Source: an optimization exercise on an open RTL-to-GDS flow (aim: small area, a short achievable clock period and few clock cycles per item). Production flows keep margins and buffers that such runs may drop. Function was checked by simulation only, so behaviour that the tests miss may differ from the original. Power and IR drop assume default switching activity.

`config.mk`:
```
export PLATFORM = sky130hd
export DESIGN_NAME = multiplier
export DESIGN_NICKNAME = multiplier
export VERILOG_FILES = /design/flow/design.v
export SDC_FILE = /design/flow/constraint.sdc
export NUM_CORES = 4
export LEC_CHECK = 0
export CAP_MARGIN = 20
export CORE_MARGIN = 2
export CORE_UTILIZATION = 40
export CTS_BUF_LIST = sky130_fd_sc_hd__clkbuf_8
export SETUP_SLACK_MARGIN = 0.0
export SLEW_MARGIN = 20
export SYNTH_HIERARCHICAL = 1
export SYNTH_MINIMUM_KEEP_SIZE = 0
```
`constraint.sdc`:
```
create_clock -name core_clock -period 4.0 [get_ports {clk}]
set_input_delay 0.8000 -clock core_clock [delete_from_list [all_inputs] [get_ports {clk}]]
set_output_delay 0.8000 -clock core_clock [all_outputs]
set_load 0.01 [all_outputs]
```
`design.v`:
```
module multiplier(
  output [63:0] prod,
  output busy,
  input [31:0] mc,
  input [31:0] mp,
  input clk,
  input rst,
  input start);
reg [31:0] M, S;
reg [30:0] C;
reg [23:0] Q;
reg [7:0] Ls, Lc;
reg t, cl, busy_r;
reg [1:0] cnt;
reg [3:0] d_one, d_two, d_neg;
wire fin = busy_r & (cnt == 2'd2);
wire it = start | busy_r;
function [11:0] dec;
  input [8:0] b;
  integer k;
  reg [3:0] o, w, n;
  begin
    for (k = 0; k < 4; k = k + 1) begin
      o[k] = b[2*k+1] ^ b[2*k];
      w[k] = (b[2*k+2] ^ b[2*k+1]) & ~(b[2*k+1] ^ b[2*k]);
      n[k] = b[2*k+2];
    end
    dec = {n, w, o};
  end
endfunction
wire [11:0] dec0 = dec({{mp[7:0]}, 1'b0});
wire [11:0] decn = dec(busy_r ? Q[8:0] : {mp[15:7]});
wire [31:0] Me = busy_r ? M : mc;
wire [3:0] oe = busy_r ? d_one : dec0[3:0];
wire [3:0] we = busy_r ? d_two : dec0[7:4];
wire [3:0] ne = busy_r ? d_neg : dec0[11:8];
wire [31:0] Se = S & {32{busy_r}};
wire [30:0] Ce = C & {31{busy_r}};
wire te = t | ~busy_r;
wire [32:0] Mx = {Me[31], Me};
wire [33:0] Mx2 = {Mx, 1'b0};
wire [32:0] x0 = ({33{oe[0]}} & Mx) | ({33{we[0]}} & Mx2[32:0]);
wire [32:0] p0 = x0 ^ {33{ne[0]}};
wire [33:0] pp0 = {~p0[32], p0};
wire [32:0] x1 = ({33{oe[1]}} & Mx) | ({33{we[1]}} & Mx2[32:0]);
wire [32:0] p1 = x1 ^ {33{ne[1]}};
wire [33:0] pp1 = {~p1[32], p1};
wire [32:0] x2 = ({33{oe[2]}} & Mx) | ({33{we[2]}} & Mx2[32:0]);
wire [32:0] p2 = x2 ^ {33{ne[2]}};
wire [33:0] pp2 = {~p2[32], p2};
wire [32:0] x3 = ({33{oe[3]}} & Mx) | ({33{we[3]}} & Mx2[32:0]);
wire [32:0] p3 = x3 ^ {33{ne[3]}};
wire [33:0] pp3 = {~p3[32], p3};
wire hs1, hc1;
mul_ha u1 (.a(Ce[5]), .b(Se[6]), .s(hs1), .co(hc1));
wire hs2, hc2;
mul_ha u2 (.a(Ce[6]), .b(Se[7]), .s(hs2), .co(hc2));
wire hs3, hc3;
mul_ha u3 (.a(Ce[7]), .b(Se[8]), .s(hs3), .co(hc3));
wire hs4, hc4;
mul_ha u4 (.a(Ce[8]), .b(Se[9]), .s(hs4), .co(hc4));
wire hs5, hc5;
mul_ha u5 (.a(Ce[9]), .b(Se[10]), .s(hs5), .co(hc5));
wire hs6, hc6;
mul_ha u6 (.a(Ce[10]), .b(Se[11]), .s(hs6), .co(hc6));
wire hs7, hc7;
mul_ha u7 (.a(Ce[11]), .b(Se[12]), .s(hs7), .co(hc7));
wire hs8, hc8;
mul_ha u8 (.a(Ce[12]), .b(Se[13]), .s(hs8), .co(hc8));
wire hs9, hc9;
mul_ha u9 (.a(Ce[13]), .b(Se[14]), .s(hs9), .co(hc9));
wire hs10, hc10;
mul_ha u10 (.a(Ce[14]), .b(Se[15]), .s(hs10), .co(hc10));
wire hs11, hc11;
mul_ha u11 (.a(Ce[15]), .b(Se[16]), .s(hs11), .co(hc11));
wire hs12, hc12;
mul_ha u12 (.a(Ce[16]), .b(Se[17]), .s(hs12), .co(hc12));
wire hs13, hc13;
mul_ha u13 (.a(Ce[17]), .b(Se[18]), .s(hs13), .co(hc13));
wire hs14, hc14;
mul_ha u14 (.a(Ce[18]), .b(Se[19]), .s(hs14), .co(hc14));
wire hs15, hc15;
mul_ha u15 (.a(Ce[19]), .b(Se[20]), .s(hs15), .co(hc15));
wire hs16, hc16;
mul_ha u16 (.a(Ce[20]), .b(Se[21]), .s(hs16), .co(hc16));
wire hs17, hc17;
mul_ha u17 (.a(Ce[21]), .b(Se[22]), .s(hs17), .co(hc17));
wire hs18, hc18;
mul_ha u18 (.a(Ce[22]), .b(Se[23]), .s(hs18), .co(hc18));
wire hs19, hc19;
mul_ha u19 (.a(Ce[23]), .b(Se[24]), .s(hs19), .co(hc19));
wire hs20, hc20;
mul_ha u20 (.a(Ce[24]), .b(Se[25]), .s(hs20), .co(hc20));
wire hs21, hc21;
mul_ha u21 (.a(Ce[25]), .b(Se[26]), .s(hs21), .co(hc21));
wire hs22, hc22;
mul_ha u22 (.a(Ce[26]), .b(Se[27]), .s(hs22), .co(hc22));
wire hs23, hc23;
mul_ha u23 (.a(Ce[27]), .b(Se[28]), .s(hs23), .co(hc23));
wire hs24, hc24;
mul_ha u24 (.a(Ce[28]), .b(Se[29]), .s(hs24), .co(hc24));
wire hs25, hc25;
mul_ha u25 (.a(Ce[29]), .b(Se[30]), .s(hs25), .co(hc25));
wire hs26, hc26;
mul_ha u26 (.a(Ce[30]), .b(Se[31]), .s(hs26), .co(hc26));
wire hs27, hc27;
mul_ha u27 (.a(Ce[1]), .b(Se[2]), .s(hs27), .co(hc27));
wire hs28, hc28;
mul_ha u28 (.a(Ce[2]), .b(Se[3]), .s(hs28), .co(hc28));
wire fs29, fc29;
mul_fa u29 (.a(Ce[3]), .b(Se[4]), .c(ne[2]), .s(fs29), .co(fc29));
wire hs30, hc30;
mul_ha u30 (.a(pp0[4]), .b(pp1[2]), .s(hs30), .co(hc30));
wire fs31, fc31;
mul_fa u31 (.a(Ce[4]), .b(Se[5]), .c(pp0[5]), .s(fs31), .co(fc31));
wire hs32, hc32;
mul_ha u32 (.a(pp1[3]), .b(pp2[1]), .s(hs32), .co(hc32));
wire fs33, fc33;
mul_fa u33 (.a(hs1), .b(ne[3]), .c(pp0[6]), .s(fs33), .co(fc33));
wire fs34, fc34;
mul_fa u34 (.a(pp1[4]), .b(pp2[2]), .c(pp3[0]), .s(fs34), .co(fc34));
wire fs35, fc35;
mul_fa u35 (.a(hc1), .b(hs2), .c(pp0[7]), .s(fs35), .co(fc35));
wire fs36, fc36;
mul_fa u36 (.a(pp1[5]), .b(pp2[3]), .c(pp3[1]), .s(fs36), .co(fc36));
wire fs37, fc37;
mul_fa u37 (.a(hc2), .b(hs3), .c(pp0[8]), .s(fs37), .co(fc37));
wire fs38, fc38;
mul_fa u38 (.a(pp1[6]), .b(pp2[4]), .c(pp3[2]), .s(fs38), .co(fc38));
wire fs39, fc39;
mul_fa u39 (.a(hc3), .b(hs4), .c(pp0[9]), .s(fs39), .co(fc39));
wire fs40, fc40;
mul_fa u40 (.a(pp1[7]), .b(pp2[5]), .c(pp3[3]), .s(fs40), .co(fc40));
wire fs41, fc41;
mul_fa u41 (.a(hc4), .b(hs5), .c(pp0[10]), .s(fs41), .co(fc41));
wire fs42, fc42;
mul_fa u42 (.a(pp1[8]), .b(pp2[6]), .c(pp3[4]), .s(fs42), .co(fc42));
wire fs43, fc43;
mul_fa u43 (.a(hc5), .b(hs6), .c(pp0[11]), .s(fs43), .co(fc43));
wire fs44, fc44;
mul_fa u44 (.a(pp1[9]), .b(pp2[7]), .c(pp3[5]), .s(fs44), .co(fc44));
wire fs45, fc45;
mul_fa u45 (.a(hc6), .b(hs7), .c(pp0[12]), .s(fs45), .co(fc45));
wire fs46, fc46;
mul_fa u46 (.a(pp1[10]), .b(pp2[8]), .c(pp3[6]), .s(fs46), .co(fc46));
wire fs47, fc47;
mul_fa u47 (.a(hc7), .b(hs8), .c(pp0[13]), .s(fs47), .co(fc47));
wire fs48, fc48;
mul_fa u48 (.a(pp1[11]), .b(pp2[9]), .c(pp3[7]), .s(fs48), .co(fc48));
wire fs49, fc49;
mul_fa u49 (.a(hc8), .b(hs9), .c(pp0[14]), .s(fs49), .co(fc49));
wire fs50, fc50;
mul_fa u50 (.a(pp1[12]), .b(pp2[10]), .c(pp3[8]), .s(fs50), .co(fc50));
wire fs51, fc51;
mul_fa u51 (.a(hc9), .b(hs10), .c(pp0[15]), .s(fs51), .co(fc51));
wire fs52, fc52;
mul_fa u52 (.a(pp1[13]), .b(pp2[11]), .c(pp3[9]), .s(fs52), .co(fc52));
wire fs53, fc53;
mul_fa u53 (.a(hc10), .b(hs11), .c(pp0[16]), .s(fs53), .co(fc53));
wire fs54, fc54;
mul_fa u54 (.a(pp1[14]), .b(pp2[12]), .c(pp3[10]), .s(fs54), .co(fc54));
wire fs55, fc55;
mul_fa u55 (.a(hc11), .b(hs12), .c(pp0[17]), .s(fs55), .co(fc55));
wire fs56, fc56;
mul_fa u56 (.a(pp1[15]), .b(pp2[13]), .c(pp3[11]), .s(fs56), .co(fc56));
wire fs57, fc57;
mul_fa u57 (.a(hc12), .b(hs13), .c(pp0[18]), .s(fs57), .co(fc57));
wire fs58, fc58;
mul_fa u58 (.a(pp1[16]), .b(pp2[14]), .c(pp3[12]), .s(fs58), .co(fc58));
wire fs59, fc59;
mul_fa u59 (.a(hc13), .b(hs14), .c(pp0[19]), .s(fs59), .co(fc59));
wire fs60, fc60;
mul_fa u60 (.a(pp1[17]), .b(pp2[15]), .c(pp3[13]), .s(fs60), .co(fc60));
wire fs61, fc61;
mul_fa u61 (.a(hc14), .b(hs15), .c(pp0[20]), .s(fs61), .co(fc61));
wire fs62, fc62;
mul_fa u62 (.a(pp1[18]), .b(pp2[16]), .c(pp3[14]), .s(fs62), .co(fc62));
wire fs63, fc63;
mul_fa u63 (.a(hc15), .b(hs16), .c(pp0[21]), .s(fs63), .co(fc63));
wire fs64, fc64;
mul_fa u64 (.a(pp1[19]), .b(pp2[17]), .c(pp3[15]), .s(fs64), .co(fc64));
wire fs65, fc65;
mul_fa u65 (.a(hc16), .b(hs17), .c(pp0[22]), .s(fs65), .co(fc65));
wire fs66, fc66;
mul_fa u66 (.a(pp1[20]), .b(pp2[18]), .c(pp3[16]), .s(fs66), .co(fc66));
wire fs67, fc67;
mul_fa u67 (.a(hc17), .b(hs18), .c(pp0[23]), .s(fs67), .co(fc67));
wire fs68, fc68;
mul_fa u68 (.a(pp1[21]), .b(pp2[19]), .c(pp3[17]), .s(fs68), .co(fc68));
wire fs69, fc69;
mul_fa u69 (.a(hc18), .b(hs19), .c(pp0[24]), .s(fs69), .co(fc69));
wire fs70, fc70;
mul_fa u70 (.a(pp1[22]), .b(pp2[20]), .c(pp3[18]), .s(fs70), .co(fc70));
wire fs71, fc71;
mul_fa u71 (.a(hc19), .b(hs20), .c(pp0[25]), .s(fs71), .co(fc71));
wire fs72, fc72;
mul_fa u72 (.a(pp1[23]), .b(pp2[21]), .c(pp3[19]), .s(fs72), .co(fc72));
wire fs73, fc73;
mul_fa u73 (.a(hc20), .b(hs21), .c(pp0[26]), .s(fs73), .co(fc73));
wire fs74, fc74;
mul_fa u74 (.a(pp1[24]), .b(pp2[22]), .c(pp3[20]), .s(fs74), .co(fc74));
wire fs75, fc75;
mul_fa u75 (.a(hc21), .b(hs22), .c(pp0[27]), .s(fs75), .co(fc75));
wire fs76, fc76;
mul_fa u76 (.a(pp1[25]), .b(pp2[23]), .c(pp3[21]), .s(fs76), .co(fc76));
wire fs77, fc77;
mul_fa u77 (.a(hc22), .b(hs23), .c(pp0[28]), .s(fs77), .co(fc77));
wire fs78, fc78;
mul_fa u78 (.a(pp1[26]), .b(pp2[24]), .c(pp3[22]), .s(fs78), .co(fc78));
wire fs79, fc79;
mul_fa u79 (.a(hc23), .b(hs24), .c(pp0[29]), .s(fs79), .co(fc79));
wire fs80, fc80;
mul_fa u80 (.a(pp1[27]), .b(pp2[25]), .c(pp3[23]), .s(fs80), .co(fc80));
wire fs81, fc81;
mul_fa u81 (.a(hc24), .b(hs25), .c(pp0[30]), .s(fs81), .co(fc81));
wire fs82, fc82;
mul_fa u82 (.a(pp1[28]), .b(pp2[26]), .c(pp3[24]), .s(fs82), .co(fc82));
wire fs83, fc83;
mul_fa u83 (.a(hc25), .b(hs26), .c(pp0[31]), .s(fs83), .co(fc83));
wire fs84, fc84;
mul_fa u84 (.a(pp1[29]), .b(pp2[27]), .c(pp3[25]), .s(fs84), .co(fc84));
wire fs85, fc85;
mul_fa u85 (.a(~te), .b(hc26), .c(pp0[32]), .s(fs85), .co(fc85));
wire fs86, fc86;
mul_fa u86 (.a(pp1[30]), .b(pp2[28]), .c(pp3[26]), .s(fs86), .co(fc86));
wire fs87, fc87;
mul_fa u87 (.a(te), .b(pp0[33]), .c(pp1[31]), .s(fs87), .co(fc87));
wire hs88, hc88;
mul_ha u88 (.a(pp2[29]), .b(pp3[27]), .s(hs88), .co(hc88));
wire fs89, fc89;
mul_fa u89 (.a(1'b1), .b(pp1[32]), .c(pp2[30]), .s(fs89), .co(fc89));
wire hs90, hc90;
mul_ha u90 (.a(hs27), .b(ne[1]), .s(hs90), .co(hc90));
wire fs91, fc91;
mul_fa u91 (.a(hc27), .b(hs28), .c(pp0[3]), .s(fs91), .co(fc91));
wire fs92, fc92;
mul_fa u92 (.a(hc28), .b(fs29), .c(pp2[0]), .s(fs92), .co(fc92));
wire fs93, fc93;
mul_fa u93 (.a(fc29), .b(hc30), .c(hs32), .s(fs93), .co(fc93));
wire fs94, fc94;
mul_fa u94 (.a(hc32), .b(fc31), .c(fs33), .s(fs94), .co(fc94));
wire fs95, fc95;
mul_fa u95 (.a(fc33), .b(fc34), .c(fs35), .s(fs95), .co(fc95));
wire fs96, fc96;
mul_fa u96 (.a(fc35), .b(fc36), .c(fs37), .s(fs96), .co(fc96));
wire fs97, fc97;
mul_fa u97 (.a(fc37), .b(fc38), .c(fs39), .s(fs97), .co(fc97));
wire fs98, fc98;
mul_fa u98 (.a(fc39), .b(fc40), .c(fs41), .s(fs98), .co(fc98));
wire fs99, fc99;
mul_fa u99 (.a(fc41), .b(fc42), .c(fs43), .s(fs99), .co(fc99));
wire fs100, fc100;
mul_fa u100 (.a(fc43), .b(fc44), .c(fs45), .s(fs100), .co(fc100));
wire fs101, fc101;
mul_fa u101 (.a(fc45), .b(fc46), .c(fs47), .s(fs101), .co(fc101));
wire fs102, fc102;
mul_fa u102 (.a(fc47), .b(fc48), .c(fs49), .s(fs102), .co(fc102));
wire fs103, fc103;
mul_fa u103 (.a(fc49), .b(fc50), .c(fs51), .s(fs103), .co(fc103));
wire fs104, fc104;
mul_fa u104 (.a(fc51), .b(fc52), .c(fs53), .s(fs104), .co(fc104));
wire fs105, fc105;
mul_fa u105 (.a(fc53), .b(fc54), .c(fs55), .s(fs105), .co(fc105));
wire fs106, fc106;
mul_fa u106 (.a(fc55), .b(fc56), .c(fs57), .s(fs106), .co(fc106));
wire fs107, fc107;
mul_fa u107 (.a(fc57), .b(fc58), .c(fs59), .s(fs107), .co(fc107));
wire fs108, fc108;
mul_fa u108 (.a(fc59), .b(fc60), .c(fs61), .s(fs108), .co(fc108));
wire fs109, fc109;
mul_fa u109 (.a(fc61), .b(fc62), .c(fs63), .s(fs109), .co(fc109));
wire fs110, fc110;
mul_fa u110 (.a(fc63), .b(fc64), .c(fs65), .s(fs110), .co(fc110));
wire fs111, fc111;
mul_fa u111 (.a(fc65), .b(fc66), .c(fs67), .s(fs111), .co(fc111));
wire fs112, fc112;
mul_fa u112 (.a(fc67), .b(fc68), .c(fs69), .s(fs112), .co(fc112));
wire fs113, fc113;
mul_fa u113 (.a(fc69), .b(fc70), .c(fs71), .s(fs113), .co(fc113));
wire fs114, fc114;
mul_fa u114 (.a(fc71), .b(fc72), .c(fs73), .s(fs114), .co(fc114));
wire fs115, fc115;
mul_fa u115 (.a(fc73), .b(fc74), .c(fs75), .s(fs115), .co(fc115));
wire fs116, fc116;
mul_fa u116 (.a(fc75), .b(fc76), .c(fs77), .s(fs116), .co(fc116));
wire fs117, fc117;
mul_fa u117 (.a(fc77), .b(fc78), .c(fs79), .s(fs117), .co(fc117));
wire fs118, fc118;
mul_fa u118 (.a(fc79), .b(fc80), .c(fs81), .s(fs118), .co(fc118));
wire fs119, fc119;
mul_fa u119 (.a(fc81), .b(fc82), .c(fs83), .s(fs119), .co(fc119));
wire fs120, fc120;
mul_fa u120 (.a(fc83), .b(fc84), .c(fs85), .s(fs120), .co(fc120));
wire fs121, fc121;
mul_fa u121 (.a(hs88), .b(fc85), .c(fc86), .s(fs121), .co(fc121));
wire fs122, fc122;
mul_fa u122 (.a(pp3[28]), .b(hc88), .c(fc87), .s(fs122), .co(fc122));
wire fs123, fc123;
mul_fa u123 (.a(pp1[33]), .b(pp2[31]), .c(pp3[29]), .s(fs123), .co(fc123));
wire hs124, hc124;
mul_ha u124 (.a(1'b1), .b(pp2[32]), .s(hs124), .co(hc124));
wire hs125, hc125;
mul_ha u125 (.a(Se[0]), .b(ne[0]), .s(hs125), .co(hc125));
wire fs126, fc126;
mul_fa u126 (.a(Ce[0]), .b(Se[1]), .c(pp0[1]), .s(fs126), .co(fc126));
wire fs127, fc127;
mul_fa u127 (.a(hs90), .b(pp0[2]), .c(pp1[0]), .s(fs127), .co(fc127));
wire fs128, fc128;
mul_fa u128 (.a(hc90), .b(pp1[1]), .c(fs91), .s(fs128), .co(fc128));
wire fs129, fc129;
mul_fa u129 (.a(hs30), .b(fc91), .c(fs92), .s(fs129), .co(fc129));
wire fs130, fc130;
mul_fa u130 (.a(fc92), .b(fs31), .c(fs93), .s(fs130), .co(fc130));
wire fs131, fc131;
mul_fa u131 (.a(fs34), .b(fc93), .c(fs94), .s(fs131), .co(fc131));
wire fs132, fc132;
mul_fa u132 (.a(fs36), .b(fc94), .c(fs95), .s(fs132), .co(fc132));
wire fs133, fc133;
mul_fa u133 (.a(fs38), .b(fc95), .c(fs96), .s(fs133), .co(fc133));
wire fs134, fc134;
mul_fa u134 (.a(fs40), .b(fc96), .c(fs97), .s(fs134), .co(fc134));
wire fs135, fc135;
mul_fa u135 (.a(fs42), .b(fc97), .c(fs98), .s(fs135), .co(fc135));
wire fs136, fc136;
mul_fa u136 (.a(fs44), .b(fc98), .c(fs99), .s(fs136), .co(fc136));
wire fs137, fc137;
mul_fa u137 (.a(fs46), .b(fc99), .c(fs100), .s(fs137), .co(fc137));
wire fs138, fc138;
mul_fa u138 (.a(fs48), .b(fc100), .c(fs101), .s(fs138), .co(fc138));
wire fs139, fc139;
mul_fa u139 (.a(fs50), .b(fc101), .c(fs102), .s(fs139), .co(fc139));
wire fs140, fc140;
mul_fa u140 (.a(fs52), .b(fc102), .c(fs103), .s(fs140), .co(fc140));
wire fs141, fc141;
mul_fa u141 (.a(fs54), .b(fc103), .c(fs104), .s(fs141), .co(fc141));
wire fs142, fc142;
mul_fa u142 (.a(fs56), .b(fc104), .c(fs105), .s(fs142), .co(fc142));
wire fs143, fc143;
mul_fa u143 (.a(fs58), .b(fc105), .c(fs106), .s(fs143), .co(fc143));
wire fs144, fc144;
mul_fa u144 (.a(fs60), .b(fc106), .c(fs107), .s(fs144), .co(fc144));
wire fs145, fc145;
mul_fa u145 (.a(fs62), .b(fc107), .c(fs108), .s(fs145), .co(fc145));
wire fs146, fc146;
mul_fa u146 (.a(fs64), .b(fc108), .c(fs109), .s(fs146), .co(fc146));
wire fs147, fc147;
mul_fa u147 (.a(fs66), .b(fc109), .c(fs110), .s(fs147), .co(fc147));
wire fs148, fc148;
mul_fa u148 (.a(fs68), .b(fc110), .c(fs111), .s(fs148), .co(fc148));
wire fs149, fc149;
mul_fa u149 (.a(fs70), .b(fc111), .c(fs112), .s(fs149), .co(fc149));
wire fs150, fc150;
mul_fa u150 (.a(fs72), .b(fc112), .c(fs113), .s(fs150), .co(fc150));
wire fs151, fc151;
mul_fa u151 (.a(fs74), .b(fc113), .c(fs114), .s(fs151), .co(fc151));
wire fs152, fc152;
mul_fa u152 (.a(fs76), .b(fc114), .c(fs115), .s(fs152), .co(fc152));
wire fs153, fc153;
mul_fa u153 (.a(fs78), .b(fc115), .c(fs116), .s(fs153), .co(fc153));
wire fs154, fc154;
mul_fa u154 (.a(fs80), .b(fc116), .c(fs117), .s(fs154), .co(fc154));
wire fs155, fc155;
mul_fa u155 (.a(fs82), .b(fc117), .c(fs118), .s(fs155), .co(fc155));
wire fs156, fc156;
mul_fa u156 (.a(fs84), .b(fc118), .c(fs119), .s(fs156), .co(fc156));
wire fs157, fc157;
mul_fa u157 (.a(fs86), .b(fc119), .c(fs120), .s(fs157), .co(fc157));
wire fs158, fc158;
mul_fa u158 (.a(fs87), .b(fc120), .c(fs121), .s(fs158), .co(fc158));
wire fs159, fc159;
mul_fa u159 (.a(fs89), .b(fc121), .c(fs122), .s(fs159), .co(fc159));
wire fs160, fc160;
mul_fa u160 (.a(fc89), .b(fs123), .c(fc122), .s(fs160), .co(fc160));
wire fs161, fc161;
mul_fa u161 (.a(pp3[30]), .b(hs124), .c(fc123), .s(fs161), .co(fc161));
wire fs162, fc162;
mul_fa u162 (.a(pp2[33]), .b(pp3[31]), .c(hc124), .s(fs162), .co(fc162));
wire hs163, hc163;
mul_ha u163 (.a(1'b1), .b(pp3[32]), .s(hs163), .co(hc163));
wire [40:0] R0 = {1'b0, pp3[33], hs163, fs162, fs161, fc159, fc158, fs158, fc156, fc155, fc154, fc153, fc152, fc151, fc150, fc149, fc148, fc147, fc146, fc145, fc144, fc143, fc142, fc141, fc140, fc139, fc138, fc137, fc136, fc135, fc134, fc133, fc132, fc131, fc130, fc129, fc128, fc127, fc126, hc125, hs125};
wire [40:0] R1 = {1'b0, hc163, fc162, fc161, fc160, fs160, fs159, fc157, fs157, fs156, fs155, fs154, fs153, fs152, fs151, fs150, fs149, fs148, fs147, fs146, fs145, fs144, fs143, fs142, fs141, fs140, fs139, fs138, fs137, fs136, fs135, fs134, fs133, fs132, fs131, fs130, fs129, fs128, fs127, fs126, pp0[0]};
wire [39:0] fa_p = {S, Ls};
wire [40:0] pg0_g = {1'b0, C, Lc, cl};
wire [40:0] pg0_p = {fa_p, 1'b0};
wire [40:0] pg1_g, pg1_p;
assign pg1_g[0] = pg0_g[0];
assign pg1_p[0] = pg0_p[0];
assign pg1_g[1] = pg0_g[1] | (pg0_p[1] & pg0_g[0]);
assign pg1_p[1] = pg0_p[1] & pg0_p[0];
assign pg1_g[2] = pg0_g[2];
assign pg1_p[2] = pg0_p[2];
assign pg1_g[3] = pg0_g[3] | (pg0_p[3] & pg0_g[2]);
assign pg1_p[3] = pg0_p[3] & pg0_p[2];
assign pg1_g[4] = pg0_g[4];
assign pg1_p[4] = pg0_p[4];
assign pg1_g[5] = pg0_g[5] | (pg0_p[5] & pg0_g[4]);
assign pg1_p[5] = pg0_p[5] & pg0_p[4];
assign pg1_g[6] = pg0_g[6];
assign pg1_p[6] = pg0_p[6];
assign pg1_g[7] = pg0_g[7] | (pg0_p[7] & pg0_g[6]);
assign pg1_p[7] = pg0_p[7] & pg0_p[6];
assign pg1_g[8] = pg0_g[8];
assign pg1_p[8] = pg0_p[8];
assign pg1_g[9] = pg0_g[9] | (pg0_p[9] & pg0_g[8]);
assign pg1_p[9] = pg0_p[9] & pg0_p[8];
assign pg1_g[10] = pg0_g[10];
assign pg1_p[10] = pg0_p[10];
assign pg1_g[11] = pg0_g[11] | (pg0_p[11] & pg0_g[10]);
assign pg1_p[11] = pg0_p[11] & pg0_p[10];
assign pg1_g[12] = pg0_g[12];
assign pg1_p[12] = pg0_p[12];
assign pg1_g[13] = pg0_g[13] | (pg0_p[13] & pg0_g[12]);
assign pg1_p[13] = pg0_p[13] & pg0_p[12];
assign pg1_g[14] = pg0_g[14];
assign pg1_p[14] = pg0_p[14];
assign pg1_g[15] = pg0_g[15] | (pg0_p[15] & pg0_g[14]);
assign pg1_p[15] = pg0_p[15] & pg0_p[14];
assign pg1_g[16] = pg0_g[16];
assign pg1_p[16] = pg0_p[16];
assign pg1_g[17] = pg0_g[17] | (pg0_p[17] & pg0_g[16]);
assign pg1_p[17] = pg0_p[17] & pg0_p[16];
assign pg1_g[18] = pg0_g[18];
assign pg1_p[18] = pg0_p[18];
assign pg1_g[19] = pg0_g[19] | (pg0_p[19] & pg0_g[18]);
assign pg1_p[19] = pg0_p[19] & pg0_p[18];
assign pg1_g[20] = pg0_g[20];
assign pg1_p[20] = pg0_p[20];
assign pg1_g[21] = pg0_g[21] | (pg0_p[21] & pg0_g[20]);
assign pg1_p[21] = pg0_p[21] & pg0_p[20];
assign pg1_g[22] = pg0_g[22];
assign pg1_p[22] = pg0_p[22];
assign pg1_g[23] = pg0_g[23] | (pg0_p[23] & pg0_g[22]);
assign pg1_p[23] = pg0_p[23] & pg0_p[22];
assign pg1_g[24] = pg0_g[24];
assign pg1_p[24] = pg0_p[24];
assign pg1_g[25] = pg0_g[25] | (pg0_p[25] & pg0_g[24]);
assign pg1_p[25] = pg0_p[25] & pg0_p[24];
assign pg1_g[26] = pg0_g[26];
assign pg1_p[26] = pg0_p[26];
assign pg1_g[27] = pg0_g[27] | (pg0_p[27] & pg0_g[26]);
assign pg1_p[27] = pg0_p[27] & pg0_p[26];
assign pg1_g[28] = pg0_g[28];
assign pg1_p[28] = pg0_p[28];
assign pg1_g[29] = pg0_g[29] | (pg0_p[29] & pg0_g[28]);
assign pg1_p[29] = pg0_p[29] & pg0_p[28];
assign pg1_g[30] = pg0_g[30];
assign pg1_p[30] = pg0_p[30];
assign pg1_g[31] = pg0_g[31] | (pg0_p[31] & pg0_g[30]);
assign pg1_p[31] = pg0_p[31] & pg0_p[30];
assign pg1_g[32] = pg0_g[32];
assign pg1_p[32] = pg0_p[32];
assign pg1_g[33] = pg0_g[33] | (pg0_p[33] & pg0_g[32]);
assign pg1_p[33] = pg0_p[33] & pg0_p[32];
assign pg1_g[34] = pg0_g[34];
assign pg1_p[34] = pg0_p[34];
assign pg1_g[35] = pg0_g[35] | (pg0_p[35] & pg0_g[34]);
assign pg1_p[35] = pg0_p[35] & pg0_p[34];
assign pg1_g[36] = pg0_g[36];
assign pg1_p[36] = pg0_p[36];
assign pg1_g[37] = pg0_g[37] | (pg0_p[37] & pg0_g[36]);
assign pg1_p[37] = pg0_p[37] & pg0_p[36];
assign pg1_g[38] = pg0_g[38];
assign pg1_p[38] = pg0_p[38];
assign pg1_g[39] = pg0_g[39] | (pg0_p[39] & pg0_g[38]);
assign pg1_p[39] = pg0_p[39] & pg0_p[38];
assign pg1_g[40] = pg0_g[40];
assign pg1_p[40] = pg0_p[40];
wire [40:0] pg2_g, pg2_p;
assign pg2_g[0] = pg1_g[0];
assign pg2_p[0] = pg1_p[0];
assign pg2_g[1] = pg1_g[1];
assign pg2_p[1] = pg1_p[1];
assign pg2_g[2] = pg1_g[2] | (pg1_p[2] & pg1_g[1]);
assign pg2_p[2] = pg1_p[2] & pg1_p[1];
assign pg2_g[3] = pg1_g[3] | (pg1_p[3] & pg1_g[1]);
assign pg2_p[3] = pg1_p[3] & pg1_p[1];
assign pg2_g[4] = pg1_g[4];
assign pg2_p[4] = pg1_p[4];
assign pg2_g[5] = pg1_g[5];
assign pg2_p[5] = pg1_p[5];
assign pg2_g[6] = pg1_g[6] | (pg1_p[6] & pg1_g[5]);
assign pg2_p[6] = pg1_p[6] & pg1_p[5];
assign pg2_g[7] = pg1_g[7] | (pg1_p[7] & pg1_g[5]);
assign pg2_p[7] = pg1_p[7] & pg1_p[5];
assign pg2_g[8] = pg1_g[8];
assign pg2_p[8] = pg1_p[8];
assign pg2_g[9] = pg1_g[9];
assign pg2_p[9] = pg1_p[9];
assign pg2_g[10] = pg1_g[10] | (pg1_p[10] & pg1_g[9]);
assign pg2_p[10] = pg1_p[10] & pg1_p[9];
assign pg2_g[11] = pg1_g[11] | (pg1_p[11] & pg1_g[9]);
assign pg2_p[11] = pg1_p[11] & pg1_p[9];
assign pg2_g[12] = pg1_g[12];
assign pg2_p[12] = pg1_p[12];
assign pg2_g[13] = pg1_g[13];
assign pg2_p[13] = pg1_p[13];
assign pg2_g[14] = pg1_g[14] | (pg1_p[14] & pg1_g[13]);
assign pg2_p[14] = pg1_p[14] & pg1_p[13];
assign pg2_g[15] = pg1_g[15] | (pg1_p[15] & pg1_g[13]);
assign pg2_p[15] = pg1_p[15] & pg1_p[13];
assign pg2_g[16] = pg1_g[16];
assign pg2_p[16] = pg1_p[16];
assign pg2_g[17] = pg1_g[17];
assign pg2_p[17] = pg1_p[17];
assign pg2_g[18] = pg1_g[18] | (pg1_p[18] & pg1_g[17]);
assign pg2_p[18] = pg1_p[18] & pg1_p[17];
assign pg2_g[19] = pg1_g[19] | (pg1_p[19] & pg1_g[17]);
assign pg2_p[19] = pg1_p[19] & pg1_p[17];
assign pg2_g[20] = pg1_g[20];
assign pg2_p[20] = pg1_p[20];
assign pg2_g[21] = pg1_g[21];
assign pg2_p[21] = pg1_p[21];
assign pg2_g[22] = pg1_g[22] | (pg1_p[22] & pg1_g[21]);
assign pg2_p[22] = pg1_p[22] & pg1_p[21];
assign pg2_g[23] = pg1_g[23] | (pg1_p[23] & pg1_g[21]);
assign pg2_p[23] = pg1_p[23] & pg1_p[21];
assign pg2_g[24] = pg1_g[24];
assign pg2_p[24] = pg1_p[24];
assign pg2_g[25] = pg1_g[25];
assign pg2_p[25] = pg1_p[25];
assign pg2_g[26] = pg1_g[26] | (pg1_p[26] & pg1_g[25]);
assign pg2_p[26] = pg1_p[26] & pg1_p[25];
assign pg2_g[27] = pg1_g[27] | (pg1_p[27] & pg1_g[25]);
assign pg2_p[27] = pg1_p[27] & pg1_p[25];
assign pg2_g[28] = pg1_g[28];
assign pg2_p[28] = pg1_p[28];
assign pg2_g[29] = pg1_g[29];
assign pg2_p[29] = pg1_p[29];
assign pg2_g[30] = pg1_g[30] | (pg1_p[30] & pg1_g[29]);
assign pg2_p[30] = pg1_p[30] & pg1_p[29];
assign pg2_g[31] = pg1_g[31] | (pg1_p[31] & pg1_g[29]);
assign pg2_p[31] = pg1_p[31] & pg1_p[29];
assign pg2_g[32] = pg1_g[32];
assign pg2_p[32] = pg1_p[32];
assign pg2_g[33] = pg1_g[33];
assign pg2_p[33] = pg1_p[33];
assign pg2_g[34] = pg1_g[34] | (pg1_p[34] & pg1_g[33]);
assign pg2_p[34] = pg1_p[34] & pg1_p[33];
assign pg2_g[35] = pg1_g[35] | (pg1_p[35] & pg1_g[33]);
assign pg2_p[35] = pg1_p[35] & pg1_p[33];
assign pg2_g[36] = pg1_g[36];
assign pg2_p[36] = pg1_p[36];
assign pg2_g[37] = pg1_g[37];
assign pg2_p[37] = pg1_p[37];
assign pg2_g[38] = pg1_g[38] | (pg1_p[38] & pg1_g[37]);
assign pg2_p[38] = pg1_p[38] & pg1_p[37];
assign pg2_g[39] = pg1_g[39] | (pg1_p[39] & pg1_g[37]);
assign pg2_p[39] = pg1_p[39] & pg1_p[37];
assign pg2_g[40] = pg1_g[40];
assign pg2_p[40] = pg1_p[40];
wire [40:0] pg3_g, pg3_p;
assign pg3_g[0] = pg2_g[0];
assign pg3_p[0] = pg2_p[0];
assign pg3_g[1] = pg2_g[1];
assign pg3_p[1] = pg2_p[1];
assign pg3_g[2] = pg2_g[2];
assign pg3_p[2] = pg2_p[2];
assign pg3_g[3] = pg2_g[3];
assign pg3_p[3] = pg2_p[3];
assign pg3_g[4] = pg2_g[4] | (pg2_p[4] & pg2_g[3]);
assign pg3_p[4] = pg2_p[4] & pg2_p[3];
assign pg3_g[5] = pg2_g[5] | (pg2_p[5] & pg2_g[3]);
assign pg3_p[5] = pg2_p[5] & pg2_p[3];
assign pg3_g[6] = pg2_g[6] | (pg2_p[6] & pg2_g[3]);
assign pg3_p[6] = pg2_p[6] & pg2_p[3];
assign pg3_g[7] = pg2_g[7] | (pg2_p[7] & pg2_g[3]);
assign pg3_p[7] = pg2_p[7] & pg2_p[3];
assign pg3_g[8] = pg2_g[8];
assign pg3_p[8] = pg2_p[8];
assign pg3_g[9] = pg2_g[9];
assign pg3_p[9] = pg2_p[9];
assign pg3_g[10] = pg2_g[10];
assign pg3_p[10] = pg2_p[10];
assign pg3_g[11] = pg2_g[11];
assign pg3_p[11] = pg2_p[11];
assign pg3_g[12] = pg2_g[12] | (pg2_p[12] & pg2_g[11]);
assign pg3_p[12] = pg2_p[12] & pg2_p[11];
assign pg3_g[13] = pg2_g[13] | (pg2_p[13] & pg2_g[11]);
assign pg3_p[13] = pg2_p[13] & pg2_p[11];
assign pg3_g[14] = pg2_g[14] | (pg2_p[14] & pg2_g[11]);
assign pg3_p[14] = pg2_p[14] & pg2_p[11];
assign pg3_g[15] = pg2_g[15] | (pg2_p[15] & pg2_g[11]);
assign pg3_p[15] = pg2_p[15] & pg2_p[11];
assign pg3_g[16] = pg2_g[16];
assign pg3_p[16] = pg2_p[16];
assign pg3_g[17] = pg2_g[17];
assign pg3_p[17] = pg2_p[17];
assign pg3_g[18] = pg2_g[18];
assign pg3_p[18] = pg2_p[18];
assign pg3_g[19] = pg2_g[19];
assign pg3_p[19] = pg2_p[19];
assign pg3_g[20] = pg2_g[20] | (pg2_p[20] & pg2_g[19]);
assign pg3_p[20] = pg2_p[20] & pg2_p[19];
assign pg3_g[21] = pg2_g[21] | (pg2_p[21] & pg2_g[19]);
assign pg3_p[21] = pg2_p[21] & pg2_p[19];
assign pg3_g[22] = pg2_g[22] | (pg2_p[22] & pg2_g[19]);
assign pg3_p[22] = pg2_p[22] & pg2_p[19];
assign pg3_g[23] = pg2_g[23] | (pg2_p[23] & pg2_g[19]);
assign pg3_p[23] = pg2_p[23] & pg2_p[19];
assign pg3_g[24] = pg2_g[24];
assign pg3_p[24] = pg2_p[24];
assign pg3_g[25] = pg2_g[25];
assign pg3_p[25] = pg2_p[25];
assign pg3_g[26] = pg2_g[26];
assign pg3_p[26] = pg2_p[26];
assign pg3_g[27] = pg2_g[27];
assign pg3_p[27] = pg2_p[27];
assign pg3_g[28] = pg2_g[28] | (pg2_p[28] & pg2_g[27]);
assign pg3_p[28] = pg2_p[28] & pg2_p[27];
assign pg3_g[29] = pg2_g[29] | (pg2_p[29] & pg2_g[27]);
assign pg3_p[29] = pg2_p[29] & pg2_p[27];
assign pg3_g[30] = pg2_g[30] | (pg2_p[30] & pg2_g[27]);
assign pg3_p[30] = pg2_p[30] & pg2_p[27];
assign pg3_g[31] = pg2_g[31] | (pg2_p[31] & pg2_g[27]);
assign pg3_p[31] = pg2_p[31] & pg2_p[27];
assign pg3_g[32] = pg2_g[32];
assign pg3_p[32] = pg2_p[32];
assign pg3_g[33] = pg2_g[33];
assign pg3_p[33] = pg2_p[33];
assign pg3_g[34] = pg2_g[34];
assign pg3_p[34] = pg2_p[34];
assign pg3_g[35] = pg2_g[35];
assign pg3_p[35] = pg2_p[35];
assign pg3_g[36] = pg2_g[36] | (pg2_p[36] & pg2_g[35]);
assign pg3_p[36] = pg2_p[36] & pg2_p[35];
assign pg3_g[37] = pg2_g[37] | (pg2_p[37] & pg2_g[35]);
assign pg3_p[37] = pg2_p[37] & pg2_p[35];
assign pg3_g[38] = pg2_g[38] | (pg2_p[38] & pg2_g[35]);
assign pg3_p[38] = pg2_p[38] & pg2_p[35];
assign pg3_g[39] = pg2_g[39] | (pg2_p[39] & pg2_g[35]);
assign pg3_p[39] = pg2_p[39] & pg2_p[35];
assign pg3_g[40] = pg2_g[40];
assign pg3_p[40] = pg2_p[40];
wire [40:0] pg4_g, pg4_p;
assign pg4_g[0] = pg3_g[0];
assign pg4_p[0] = pg3_p[0];
assign pg4_g[1] = pg3_g[1];
assign pg4_p[1] = pg3_p[1];
assign pg4_g[2] = pg3_g[2];
assign pg4_p[2] = pg3_p[2];
assign pg4_g[3] = pg3_g[3];
assign pg4_p[3] = pg3_p[3];
assign pg4_g[4] = pg3_g[4];
assign pg4_p[4] = pg3_p[4];
assign pg4_g[5] = pg3_g[5];
assign pg4_p[5] = pg3_p[5];
assign pg4_g[6] = pg3_g[6];
assign pg4_p[6] = pg3_p[6];
assign pg4_g[7] = pg3_g[7];
assign pg4_p[7] = pg3_p[7];
assign pg4_g[8] = pg3_g[8] | (pg3_p[8] & pg3_g[7]);
assign pg4_p[8] = pg3_p[8] & pg3_p[7];
assign pg4_g[9] = pg3_g[9] | (pg3_p[9] & pg3_g[7]);
assign pg4_p[9] = pg3_p[9] & pg3_p[7];
assign pg4_g[10] = pg3_g[10] | (pg3_p[10] & pg3_g[7]);
assign pg4_p[10] = pg3_p[10] & pg3_p[7];
assign pg4_g[11] = pg3_g[11] | (pg3_p[11] & pg3_g[7]);
assign pg4_p[11] = pg3_p[11] & pg3_p[7];
assign pg4_g[12] = pg3_g[12] | (pg3_p[12] & pg3_g[7]);
assign pg4_p[12] = pg3_p[12] & pg3_p[7];
assign pg4_g[13] = pg3_g[13] | (pg3_p[13] & pg3_g[7]);
assign pg4_p[13] = pg3_p[13] & pg3_p[7];
assign pg4_g[14] = pg3_g[14] | (pg3_p[14] & pg3_g[7]);
assign pg4_p[14] = pg3_p[14] & pg3_p[7];
assign pg4_g[15] = pg3_g[15] | (pg3_p[15] & pg3_g[7]);
assign pg4_p[15] = pg3_p[15] & pg3_p[7];
assign pg4_g[16] = pg3_g[16];
assign pg4_p[16] = pg3_p[16];
assign pg4_g[17] = pg3_g[17];
assign pg4_p[17] = pg3_p[17];
assign pg4_g[18] = pg3_g[18];
assign pg4_p[18] = pg3_p[18];
assign pg4_g[19] = pg3_g[19];
assign pg4_p[19] = pg3_p[19];
assign pg4_g[20] = pg3_g[20];
assign pg4_p[20] = pg3_p[20];
assign pg4_g[21] = pg3_g[21];
assign pg4_p[21] = pg3_p[21];
assign pg4_g[22] = pg3_g[22];
assign pg4_p[22] = pg3_p[22];
assign pg4_g[23] = pg3_g[23];
assign pg4_p[23] = pg3_p[23];
assign pg4_g[24] = pg3_g[24] | (pg3_p[24] & pg3_g[23]);
assign pg4_p[24] = pg3_p[24] & pg3_p[23];
assign pg4_g[25] = pg3_g[25] | (pg3_p[25] & pg3_g[23]);
assign pg4_p[25] = pg3_p[25] & pg3_p[23];
assign pg4_g[26] = pg3_g[26] | (pg3_p[26] & pg3_g[23]);
assign pg4_p[26] = pg3_p[26] & pg3_p[23];
assign pg4_g[27] = pg3_g[27] | (pg3_p[27] & pg3_g[23]);
assign pg4_p[27] = pg3_p[27] & pg3_p[23];
assign pg4_g[28] = pg3_g[28] | (pg3_p[28] & pg3_g[23]);
assign pg4_p[28] = pg3_p[28] & pg3_p[23];
assign pg4_g[29] = pg3_g[29] | (pg3_p[29] & pg3_g[23]);
assign pg4_p[29] = pg3_p[29] & pg3_p[23];
assign pg4_g[30] = pg3_g[30] | (pg3_p[30] & pg3_g[23]);
assign pg4_p[30] = pg3_p[30] & pg3_p[23];
assign pg4_g[31] = pg3_g[31] | (pg3_p[31] & pg3_g[23]);
assign pg4_p[31] = pg3_p[31] & pg3_p[23];
assign pg4_g[32] = pg3_g[32];
assign pg4_p[32] = pg3_p[32];
assign pg4_g[33] = pg3_g[33];
assign pg4_p[33] = pg3_p[33];
assign pg4_g[34] = pg3_g[34];
assign pg4_p[34] = pg3_p[34];
assign pg4_g[35] = pg3_g[35];
assign pg4_p[35] = pg3_p[35];
assign pg4_g[36] = pg3_g[36];
assign pg4_p[36] = pg3_p[36];
assign pg4_g[37] = pg3_g[37];
assign pg4_p[37] = pg3_p[37];
assign pg4_g[38] = pg3_g[38];
assign pg4_p[38] = pg3_p[38];
assign pg4_g[39] = pg3_g[39];
assign pg4_p[39] = pg3_p[39];
assign pg4_g[40] = pg3_g[40] | (pg3_p[40] & pg3_g[39]);
assign pg4_p[40] = pg3_p[40] & pg3_p[39];
wire [40:0] pg5_g, pg5_p;
assign pg5_g[0] = pg4_g[0];
assign pg5_p[0] = pg4_p[0];
assign pg5_g[1] = pg4_g[1];
assign pg5_p[1] = pg4_p[1];
assign pg5_g[2] = pg4_g[2];
assign pg5_p[2] = pg4_p[2];
assign pg5_g[3] = pg4_g[3];
assign pg5_p[3] = pg4_p[3];
assign pg5_g[4] = pg4_g[4];
assign pg5_p[4] = pg4_p[4];
assign pg5_g[5] = pg4_g[5];
assign pg5_p[5] = pg4_p[5];
assign pg5_g[6] = pg4_g[6];
assign pg5_p[6] = pg4_p[6];
assign pg5_g[7] = pg4_g[7];
assign pg5_p[7] = pg4_p[7];
assign pg5_g[8] = pg4_g[8];
assign pg5_p[8] = pg4_p[8];
assign pg5_g[9] = pg4_g[9];
assign pg5_p[9] = pg4_p[9];
assign pg5_g[10] = pg4_g[10];
assign pg5_p[10] = pg4_p[10];
assign pg5_g[11] = pg4_g[11];
assign pg5_p[11] = pg4_p[11];
assign pg5_g[12] = pg4_g[12];
assign pg5_p[12] = pg4_p[12];
assign pg5_g[13] = pg4_g[13];
assign pg5_p[13] = pg4_p[13];
assign pg5_g[14] = pg4_g[14];
assign pg5_p[14] = pg4_p[14];
assign pg5_g[15] = pg4_g[15];
assign pg5_p[15] = pg4_p[15];
assign pg5_g[16] = pg4_g[16] | (pg4_p[16] & pg4_g[15]);
assign pg5_p[16] = pg4_p[16] & pg4_p[15];
assign pg5_g[17] = pg4_g[17] | (pg4_p[17] & pg4_g[15]);
assign pg5_p[17] = pg4_p[17] & pg4_p[15];
assign pg5_g[18] = pg4_g[18] | (pg4_p[18] & pg4_g[15]);
assign pg5_p[18] = pg4_p[18] & pg4_p[15];
assign pg5_g[19] = pg4_g[19] | (pg4_p[19] & pg4_g[15]);
assign pg5_p[19] = pg4_p[19] & pg4_p[15];
assign pg5_g[20] = pg4_g[20] | (pg4_p[20] & pg4_g[15]);
assign pg5_p[20] = pg4_p[20] & pg4_p[15];
assign pg5_g[21] = pg4_g[21] | (pg4_p[21] & pg4_g[15]);
assign pg5_p[21] = pg4_p[21] & pg4_p[15];
assign pg5_g[22] = pg4_g[22] | (pg4_p[22] & pg4_g[15]);
assign pg5_p[22] = pg4_p[22] & pg4_p[15];
assign pg5_g[23] = pg4_g[23] | (pg4_p[23] & pg4_g[15]);
assign pg5_p[23] = pg4_p[23] & pg4_p[15];
assign pg5_g[24] = pg4_g[24] | (pg4_p[24] & pg4_g[15]);
assign pg5_p[24] = pg4_p[24] & pg4_p[15];
assign pg5_g[25] = pg4_g[25] | (pg4_p[25] & pg4_g[15]);
assign pg5_p[25] = pg4_p[25] & pg4_p[15];
assign pg5_g[26] = pg4_g[26] | (pg4_p[26] & pg4_g[15]);
assign pg5_p[26] = pg4_p[26] & pg4_p[15];
assign pg5_g[27] = pg4_g[27] | (pg4_p[27] & pg4_g[15]);
assign pg5_p[27] = pg4_p[27] & pg4_p[15];
assign pg5_g[28] = pg4_g[28] | (pg4_p[28] & pg4_g[15]);
assign pg5_p[28] = pg4_p[28] & pg4_p[15];
assign pg5_g[29] = pg4_g[29] | (pg4_p[29] & pg4_g[15]);
assign pg5_p[29] = pg4_p[29] & pg4_p[15];
assign pg5_g[30] = pg4_g[30] | (pg4_p[30] & pg4_g[15]);
assign pg5_p[30] = pg4_p[30] & pg4_p[15];
assign pg5_g[31] = pg4_g[31] | (pg4_p[31] & pg4_g[15]);
assign pg5_p[31] = pg4_p[31] & pg4_p[15];
assign pg5_g[32] = pg4_g[32];
assign pg5_p[32] = pg4_p[32];
assign pg5_g[33] = pg4_g[33];
assign pg5_p[33] = pg4_p[33];
assign pg5_g[34] = pg4_g[34];
assign pg5_p[34] = pg4_p[34];
assign pg5_g[35] = pg4_g[35];
assign pg5_p[35] = pg4_p[35];
assign pg5_g[36] = pg4_g[36];
assign pg5_p[36] = pg4_p[36];
assign pg5_g[37] = pg4_g[37];
assign pg5_p[37] = pg4_p[37];
assign pg5_g[38] = pg4_g[38];
assign pg5_p[38] = pg4_p[38];
assign pg5_g[39] = pg4_g[39];
assign pg5_p[39] = pg4_p[39];
assign pg5_g[40] = pg4_g[40];
assign pg5_p[40] = pg4_p[40];
wire [40:0] pg6_g, pg6_p;
assign pg6_g[0] = pg5_g[0];
assign pg6_p[0] = pg5_p[0];
assign pg6_g[1] = pg5_g[1];
assign pg6_p[1] = pg5_p[1];
assign pg6_g[2] = pg5_g[2];
assign pg6_p[2] = pg5_p[2];
assign pg6_g[3] = pg5_g[3];
assign pg6_p[3] = pg5_p[3];
assign pg6_g[4] = pg5_g[4];
assign pg6_p[4] = pg5_p[4];
assign pg6_g[5] = pg5_g[5];
assign pg6_p[5] = pg5_p[5];
assign pg6_g[6] = pg5_g[6];
assign pg6_p[6] = pg5_p[6];
assign pg6_g[7] = pg5_g[7];
assign pg6_p[7] = pg5_p[7];
assign pg6_g[8] = pg5_g[8];
assign pg6_p[8] = pg5_p[8];
assign pg6_g[9] = pg5_g[9];
assign pg6_p[9] = pg5_p[9];
assign pg6_g[10] = pg5_g[10];
assign pg6_p[10] = pg5_p[10];
assign pg6_g[11] = pg5_g[11];
assign pg6_p[11] = pg5_p[11];
assign pg6_g[12] = pg5_g[12];
assign pg6_p[12] = pg5_p[12];
assign pg6_g[13] = pg5_g[13];
assign pg6_p[13] = pg5_p[13];
assign pg6_g[14] = pg5_g[14];
assign pg6_p[14] = pg5_p[14];
assign pg6_g[15] = pg5_g[15];
assign pg6_p[15] = pg5_p[15];
assign pg6_g[16] = pg5_g[16];
assign pg6_p[16] = pg5_p[16];
assign pg6_g[17] = pg5_g[17];
assign pg6_p[17] = pg5_p[17];
assign pg6_g[18] = pg5_g[18];
assign pg6_p[18] = pg5_p[18];
assign pg6_g[19] = pg5_g[19];
assign pg6_p[19] = pg5_p[19];
assign pg6_g[20] = pg5_g[20];
assign pg6_p[20] = pg5_p[20];
assign pg6_g[21] = pg5_g[21];
assign pg6_p[21] = pg5_p[21];
assign pg6_g[22] = pg5_g[22];
assign pg6_p[22] = pg5_p[22];
assign pg6_g[23] = pg5_g[23];
assign pg6_p[23] = pg5_p[23];
assign pg6_g[24] = pg5_g[24];
assign pg6_p[24] = pg5_p[24];
assign pg6_g[25] = pg5_g[25];
assign pg6_p[25] = pg5_p[25];
assign pg6_g[26] = pg5_g[26];
assign pg6_p[26] = pg5_p[26];
assign pg6_g[27] = pg5_g[27];
assign pg6_p[27] = pg5_p[27];
assign pg6_g[28] = pg5_g[28];
assign pg6_p[28] = pg5_p[28];
assign pg6_g[29] = pg5_g[29];
assign pg6_p[29] = pg5_p[29];
assign pg6_g[30] = pg5_g[30];
assign pg6_p[30] = pg5_p[30];
assign pg6_g[31] = pg5_g[31];
assign pg6_p[31] = pg5_p[31];
assign pg6_g[32] = pg5_g[32] | (pg5_p[32] & pg5_g[31]);
assign pg6_p[32] = pg5_p[32] & pg5_p[31];
assign pg6_g[33] = pg5_g[33] | (pg5_p[33] & pg5_g[31]);
assign pg6_p[33] = pg5_p[33] & pg5_p[31];
assign pg6_g[34] = pg5_g[34] | (pg5_p[34] & pg5_g[31]);
assign pg6_p[34] = pg5_p[34] & pg5_p[31];
assign pg6_g[35] = pg5_g[35] | (pg5_p[35] & pg5_g[31]);
assign pg6_p[35] = pg5_p[35] & pg5_p[31];
assign pg6_g[36] = pg5_g[36] | (pg5_p[36] & pg5_g[31]);
assign pg6_p[36] = pg5_p[36] & pg5_p[31];
assign pg6_g[37] = pg5_g[37] | (pg5_p[37] & pg5_g[31]);
assign pg6_p[37] = pg5_p[37] & pg5_p[31];
assign pg6_g[38] = pg5_g[38] | (pg5_p[38] & pg5_g[31]);
assign pg6_p[38] = pg5_p[38] & pg5_p[31];
assign pg6_g[39] = pg5_g[39] | (pg5_p[39] & pg5_g[31]);
assign pg6_p[39] = pg5_p[39] & pg5_p[31];
assign pg6_g[40] = pg5_g[40] | (pg5_p[40] & pg5_g[31]);
assign pg6_p[40] = pg5_p[40] & pg5_p[31];
wire [39:0] F = fa_p ^ pg6_g[39:0];
wire csh = pg6_g[8];   
wire [40:0] Tp = R0 ^ R1;
wire [40:0] Tg = R0 & R1;
always @(posedge clk) begin
  if (rst) busy_r <= 1'b0;
  else if (start) busy_r <= 1'b1;
  else if (fin) busy_r <= 1'b0;
  cnt <= start ? 2'd0 : cnt + 2'd1;
  M <= Me;
  if (start) Q <= {7'd0, {mp[31:15]}};
  else if (busy_r) Q <= {F[7:0], Q[23:8]};
  d_one <= decn[3:0];
  d_two <= decn[7:4];
  d_neg <= decn[11:8];
  if (it) begin
    S <= Tp[39:8];
    C <= Tg[38:8];
    t <= Tp[40] | Tg[39];
    Ls <= Tp[7:0];
    Lc <= Tg[7:0];
    cl <= csh & busy_r;
  end
end
assign busy = busy_r;
wire [63:0] Pfull = {F, Q[23:0]};
assign prod = Pfull[63:0];
endmodule
module mul_fa(input a, input b, input c, output s, output co);
  assign s = a ^ b ^ c;
  assign co = (a & b) | (c & (a ^ b));
endmodule
module mul_ha(input a, input b, output s, output co);
  assign s = a ^ b;
  assign co = a & b;
endmodule
```
`flow/run.sh`:
```
#!/bin/bash
# Layout flow: the standard flow (standard synthesis and ORFS steps), except
# that the port buffers inserted before global placement are buf_2 cells
# instead of the delay-cell buffers ORFS picks by default. Every input and
# output port still gets its own buffer.
set -euo pipefail
export BUFFER_PORTS_ARGS="-buffer_cell sky130_fd_sc_hd__buf_2"
bash standard.sh finish > standard_flow.log 2>&1
```
`standard.sh`:
```
#!/bin/bash
# synth_recipe.tcl (not shown) runs the flow's synth.tcl, then flattens the netlist and writes it again
# the make line also repeats each setting of config.mk as NAME=value (left out here)
make -C /OpenROAD-flow-scripts/flow DESIGN_CONFIG=/design/flow/config.mk WORK_HOME=/design/flow/orfs CLKGATE_MAP_FILE= SYNTH_SCRIPT=/design/flow/synth_recipe.tcl "${@:-finish}"
```
==> impl_metrics.yaml, run 1 <==
floorplan:
  dieArea_sq_um: 32700
  fp.dieH_microns: 181
  initial_core_util: 0.408
  rows: 64
  coreArea_sq_um: 30700
  die_x_microns: 181
  pin_count: 132
synthesis:
  ys_warn_count: 7
  synth_edf_count: 98
  syn_avg_cell_area_sq_um: 11.4
  synthTopCellsByArea: "edfxtp_1 (24%), fa_1 (20%), xnor2_1 (11%)"
  postSynth.asyncResetShare: 0
  ys_seq_area_frac: 0.322
  synth_commonest_cells: "xnor2_1 (158), fa_1 (128), o22ai_1 (124)"
  synth.most_common_cell: "xnor2_1"
  postSynthCellCount: 1096
  synth_top_area_frac: 0.235
  ys_ff_latch: 152
  synthFlopType: "edfxtp_1"
  ys_types: 52
  synth_area_sq_um: 12500
  synth_top_area_cell: "edfxtp_1"
cells_and_area:
  area_delta_synth_final_pct: 18.6
  drive_gt1_frac: 0.229
  utilization: 0.484
  design_area_sq_um: 14800
  layout.nets: 1554
critical_path:
  critPathTopFamily: "compound AO/OA/AOI/OAI gates"
  critical-path-max-stage-delay_ns: 0.38
  r2r_end: "S[23]$_DFFE_PP_"
  worstPathMaxFanout: 3
  cp_data_arrival_time_ns: 3.11
  crit_chain: "ha_2, o211ai_1, a21oi_2, o211ai_1, buf_4, a2111oi_4, buf_4, nor2_2, o21ai_2, nand2_1, nand2_1, ha_1, nor2_1, xnor2_1, buf_2"
  cpMaxStageDelayCell: "edfxtp_1"
  worst_setup_path_end_kind: "primary output"
  critPathBufInv: 3
  criticalPathCategory: "flip-flop to primary output"
  worstSetupStartpointType: "flip-flop"
  reg2reg_slack_ns: 0.39
  worstRegToRegCells: 8
  worstPathRequired_ns: 3.20
  worst_r2r_startpoint: "busy_r$_SDFFE_PP0P_"
timing:
  holdWs_ns: 0.423
  finalClockSkew_ns: 0.0196
  finalCriticalPeriod_ns: 3.91
  hold_viol: 0
  rsz0062_at_grt: "true"
  setup_viol: 0
  report.final.slew_viol_count: 0
  period_share: 0.978
  clock.fmax_mhz: 256
drt:
  avgViaCountPerCell: 5.33
  via_count: 8995
  first_pass_iters: 5
  drtIter0Drc: 661
  wl_microns: 31300
  drc: 0
  avgRoutedWirePerCell_microns: 18.6
  antenna_left: 0
power:
  power_density_nw_per_um2: 812
  p_leak_uw: 0.00612
  ir_drop_uv: 397
global_route:
  grt_max_degree: 46
  gr-total-overflow: 0
  antenna_found_initial: 1
  grt_pass1_wl_microns: 51300
  track_usage: 0.199
  grt_pass1_vias: 9354
clocking:
  cts_tree: "done"
  clkSinkCount: 152
  ctsRootBufferMaster: "clkbuf_8"
  cts_made_buffers: 17
  cts_buffer_depth: 2
  htree_levels: 4
  clock_latency_ns: 0.50
  clk_pin_slew_ns: 0.10
run_status:
  status: "finished clean"
placed_design:
  dpl.hpwl_microns: 23300
  io_buffers: 131
  post_dp_cell_area_sq_um: 14300
  gp_congestion: 0.837
hold_path:
  hold_class: "flip-flop to flip-flop"
  whs_path_depth: 1
  hold_end: "cnt[0]$_SDFF_PP0_"
  hp-start: "cnt[0]$_SDFF_PP0_"
job:
  drv_cap: 0
-- worst max path at each step --
stage | startpoint | to | depth (start not counted)
final | cl$_DFFE_PP_ | prod[56] | 15
after global routing | cl$_DFFE_PP_ | prod[56] | 15
after floorplan | busy_r$_SDFFE_PP0P_ | Ls[7]$_DFFE_PP_ | 11
after CTS | cl$_DFFE_PP_ | prod[61] | 12
after detailed placement | mp[4] | S[21]$_DFFE_PP_ | 11
after global placement | mp[4] | S[21]$_DFFE_PP_ | 11
-- flip-flops by register name, summed over array words and instances, names as in the netlist --
name and cells:
C 31, Lc 8, Ls 8, M 32, Q 24, S 32
busy_r 1, cl 1, cnt 2, d_neg 4, d_one 4, d_two 4
t 1
-- per-module statistics from Yosys (local to each module, per instance) --
module,cells inside,copies in the design
mul_fa,1,128
multiplier,933,1
mul_ha,1,35
-- cells in the final DEF (no fill, tap or decap), types with 6 or more instances in the layout --
cell and n:
nand2_1 27, buf_2 131, o22ai_1 124, buf_4 67, o21ai_0 9, nor2_1 40
mux2_2 19, and2_1 65, a21oi_2 8, edfxtp_1 98, dfxtp_1 53, fa_1 128
inv_1 53, mux2i_1 45, xnor2_1 158, nand2b_1 6, nand3_1 9, a21oi_1 30
xor2_1 12, ha_1 81, a21o_1 8, buf_12 16, clkbuf_8 17
-- routing by layer --
layer  GRT usage  routed length [microns]
met1       0.273                    14100
met2       0.325                    15300
met3      0.0345                     1370
met4      0.0539                      459
met5           0                        0
-- stage by stage --
stage          setup TNS, ns  worst slack (ns)  cells  total power (uW)
2_1_floorplan              0            0.0513   1098              8140
3_3_place_gp           -1.82            -0.144   1639             10600
3_5_place_dp           -2.45            -0.136   1639             10700
4_1_cts                    0           0.00288   1676             12100
5_1_grt               -0.432            -0.130   1687             13400
6_report                   0            0.0889   1687             12000
-- kinds of logic (layout without fill, tap and decap cells) --
logic type | after synthesis | after routing | share of synthesized area
other | 1 | 4 | 0.000300
and+or+nand+nor | 176 | 176 | 0.0750
AOI/OAI and AO/OA | 212 | 212 | 0.107
buffers and inverters | 106 | 298 | 0.0332
adders and majority gates | 210 | 210 | 0.287
muxes | 69 | 69 | 0.0571
xor gates and xnor gates | 170 | 170 | 0.119
DFF | 152 | 152 | 0.322
-- layout make-up --
class / instances / area, sq um
multi-input combinational: 840 / 8240
fill: 2819 / 15800
tap: 396 / 495
sequential: 152 / 4030
inverter: 51 / 191
clock inverter: 15 / 144
antenna: 1 / 2.50
clock buffer: 17 / 234
timing repair buffer: 215 / 1490
-- power by group --
group | internal [uW] | total [uW] | switching [uW]
registers | 2850 | 3380 | 523
logic | 3550 | 7490 | 3930
clock network | 505 | 1190 | 681
-- what timing repair did --
action,CTS,global route
buffers inserted,5,10
hold endpoints to repair,0,0
hold buffers,0,0
resized for setup,9,6
endpoints found under the setup margin,16,9
pin swaps,2,8
Testbench counts, summed over its fixed seeds: cycles 12,800, items 3,200.
==> run 2: changes to the inputs <==
--- a/config.mk
+++ b/config.mk
@@ -9,5 +9,4 @@
 export CORE_MARGIN = 2
 export CORE_UTILIZATION = 40
-export CTS_BUF_LIST = sky130_fd_sc_hd__clkbuf_8
 export SETUP_SLACK_MARGIN = 0.0
 export SLEW_MARGIN = 20
==> run 2 against run 1 <==
  * Register-to-register slack got worse by 0.17 ns
  * Critical path depth fell by 2
  * Power rose by 3.3%
  * Critical path type unchanged
  * Sequential power barely moved
  * Worst setup slack improved by 0.051 ns
  * Maximum frequency rose by 1.3%
  * Worst hold slack got worse by 0.0040 ns
  * Largest power group unchanged
  * Highest routed layer unchanged
  * Flip-flop and latch count did not move
  * Clock-buffer cell count rose by 2
  * Core utilization rose by 0.51 points
  * Largest cell class unchanged
  * Synthesized cell count did not move
  * Cell count barely moved
==> impl_metrics.yaml, run 2 <==
global_route:
  antenna_found_initial: 1
  grt_max_degree: 46
  track_usage: 0.200
  gr-total-overflow: 0
  grt_pass1_wl_microns: 51600
  grt_pass1_vias: 9388
critical_path:
  criticalPathCategory: "flip-flop to primary output"
  worstPathRequired_ns: 3.20
  worstSetupStartpointType: "flip-flop"
  cpMaxStageDelayCell: "edfxtp_1"
  crit_chain: "a21oi_2, o21ai_0, a221oi_2, buf_4, o21ai_0, nor2_2, o21ai_2, nand2_1, nand2_1, ha_1, nor2_1, xnor2_1, buf_2"
  worst_setup_path_end_kind: "primary output"
  critical-path-max-stage-delay_ns: 0.50
  worstPathMaxFanout: 6
  critPathTopFamily: "compound AO/OA/AOI/OAI gates"
  critPathBufInv: 2
  cp_data_arrival_time_ns: 3.06
timing:
  hold_viol: 0
  tightestPinTransition_ns: 0.506
  setup_viol: 0
  report.final.slew_viol_count: 0
  rsz0062_at_grt: "true"
  period_share: 0.965
  slew_headroom: 0.663
  finalClockSkew_ns: 0.0122
  clock.fmax_mhz: 259
  finalCriticalPeriod_ns: 3.86
synthesis:
  ys_seq_area_frac: 0.322
  ys_types: 52
  synthTopCellsByArea: "edfxtp_1 (24%), fa_1 (20%), xnor2_1 (11%)"
  synth_top_area_frac: 0.235
  synth_top_area_cell: "edfxtp_1"
  synth_edf_count: 98
  syn_avg_cell_area_sq_um: 11.4
  synth_commonest_cells: "xnor2_1 (158), fa_1 (128), o22ai_1 (124)"
  ys_warn_count: 7
  synthFlopType: "edfxtp_1"
  ys_ff_latch: 152
  postSynth.asyncResetShare: 0
  synth_area_sq_um: 12500
  synth.most_common_cell: "xnor2_1"
  postSynthCellCount: 1096
clocking:
  cts_made_buffers: 17
  ctsHoldBuffers: 0
  clock_latency_ns: 0.45
  clkSinkCount: 152
  cts_buffer_depth: 2
  ctsRootBufferMaster: "clkbuf_16"
  htree_levels: 4
  clk_pin_slew_ns: 0.07
  cts_tree: "done"
power:
  power_density_nw_per_um2: 830
  p_leak_uw: 0.00619
  ir_drop_uv: 411
  power_uw: 12400
drt:
  antenna_left: 0
  avgViaCountPerCell: 5.31
  wl_microns: 31400
  drtIter0Drc: 610
  avgRoutedWirePerCell_microns: 18.6
  first_pass_iters: 5
  drc: 0
  via_count: 8954
placed_design:
  dpl.hpwl_microns: 23300
  io_buffers: 131
  gp_congestion: 0.837
floorplan:
  coreArea_sq_um: 30700
  pin_count: 132
  die_x_microns: 181
  fp.dieH_microns: 181
  rows: 64
  dieArea_sq_um: 32700
  initial_core_util: 0.408
job:
  drv_cap: 0
run_status:
  status: "finished clean"
cells_and_area:
  utilization: 0.489
  area_delta_synth_final_pct: 19.8
  top_regs: "M (32), S (32), C (31)"
  drive_gt1_frac: 0.229
  layout.nets: 1553
  final_common_cell: "xnor2_1"
  final_cell_mix: "xnor2_1 (158), buf_2 (131), fa_1 (128)"
hold_path:
  hold_class: "flip-flop to flip-flop"
[run 2: cell counts after synthesis]
No cell type changed its count.
[run 2: cell families (layout without fill, tap and decap cells)]
family                   after synthesis  after routing  share of synthesized area
AND/OR/NAND/NOR                      176            176                     0.0750
XOR/XNOR                             170            170                      0.119
flip-flops                           152            152                      0.322
buffers and inverters                106            297                     0.0332
multiplexers                          69             69                     0.0571
AO/OA/AOI/OAI                        212            212                      0.107
adder cells (fa/ha/maj)              210            210                      0.287
other                                  1              4                   0.000300
[run 2: final timing paths]
kind | to | cells past startpoint | from | slack, ns
max | prod[56] | 13 | S[8]$_DFFE_PP_ | 0.14
min | cnt[0]$_SDFF_PP0_ | 1 | cnt[0]$_SDFF_PP0_ | 0.42
max reg2reg | S[23]$_DFFE_PP_ | 8 | busy_r$_SDFFE_PP0P_ | 0.22
min reg2reg | cnt[0]$_SDFF_PP0_ | 1 | cnt[0]$_SDFF_PP0_ | 0.42
[run 2: area by class of cell]
cell class / count / area [sq um]
sequential: 152 / 4030
multi-input combinational: 840 / 8220
antenna: 1 / 2.50
inverter: 51 / 191
clock inverter: 13 / 136
fill: 2804 / 15700
timing repair buffer: 214 / 1480
tap: 396 / 495
clock buffer: 19 / 433
[run 2: metrics by stage]
step | setup WS (ns) | cells | setup TNS [ns] | hold slack [ns] | cell area, sq um
2_1_floorplan | 0.0513 | 1098 | 0 | 0.386 | 12500
3_5_place_dp | -0.136 | 1639 | -2.45 | 0.414 | 14300
4_1_cts | 0.0271 | 1675 | 0 | 0.425 | 14900
5_1_grt | -0.0637 | 1686 | -0.0947 | 0.432 | 15000
3_3_place_gp | -0.144 | 1639 | -1.82 | 0.394 | 14300
6_report | 0.140 | 1686 | 0 | 0.419 | 15000
[run 2: repair_timing]
item / 4_1_cts / 5_1_grt
setup buffers: 4 / 10
pin swaps: 2 / 8
gates resized for setup: 7 / 5
setup endpoints to repair: 14 / 7
[run 2: layer usage]
layer / track usage / vias up / share of wire / wire length [microns]
li1: - / 4228 / - / -
met1: 0.273 / 4466 / 0.45 / 14200
met2: 0.328 / 219 / 0.49 / 15300
met3: 0.0357 / 41 / 0.042 / 1310
met4: 0.0581 / 0 / 0.016 / 506
met5: 0 / - / 0 / 0
[run 2: Yosys stat by module, one instance, submodules excluded]
module,cells inside,copies in the design
multiplier,933,1
mul_fa,1,128
mul_ha,1,35
[run 2: report_power, final]
part | switching [uW] | internal, uW
clock network | 737 | 876
logic | 3920 | 3540
registers | 519 | 2860
total | 5180 | 7270

[afterwards: timing with drivers on the ports]
How much do the figures lean on ideal ports? The routed layouts below were timed once more, with nothing changed but the port constraints. Step 1 assumes that a clkbuf_16 drives the clock port and a buf_2 every other input. Step 2, shift: input delay + t, output delay - t, t = (earliest + latest rising clock arrival at the registers) / 2. This alone moves slack from input paths to output paths. Three values: ideal, step 1, step 2; two values: the first two.
run	t, ns	setup slack, ns	hold WS [ns]	pins driven straight from the clock port
run 1	0.534	0.089 / 0.043 / -0.139	0.423 / 0.423 / 0.423	1
run 2	0.489	0.140 / 0.092 / -0.135	0.419 / 0.419 / 0.419	1
Met with ideal ports but missed after step 2: setup timing in run 1 and run 2. For run 2, which loses most, drivers alone change the setup slack by -0.048 ns; drivers and shift together by -0.275 ns.
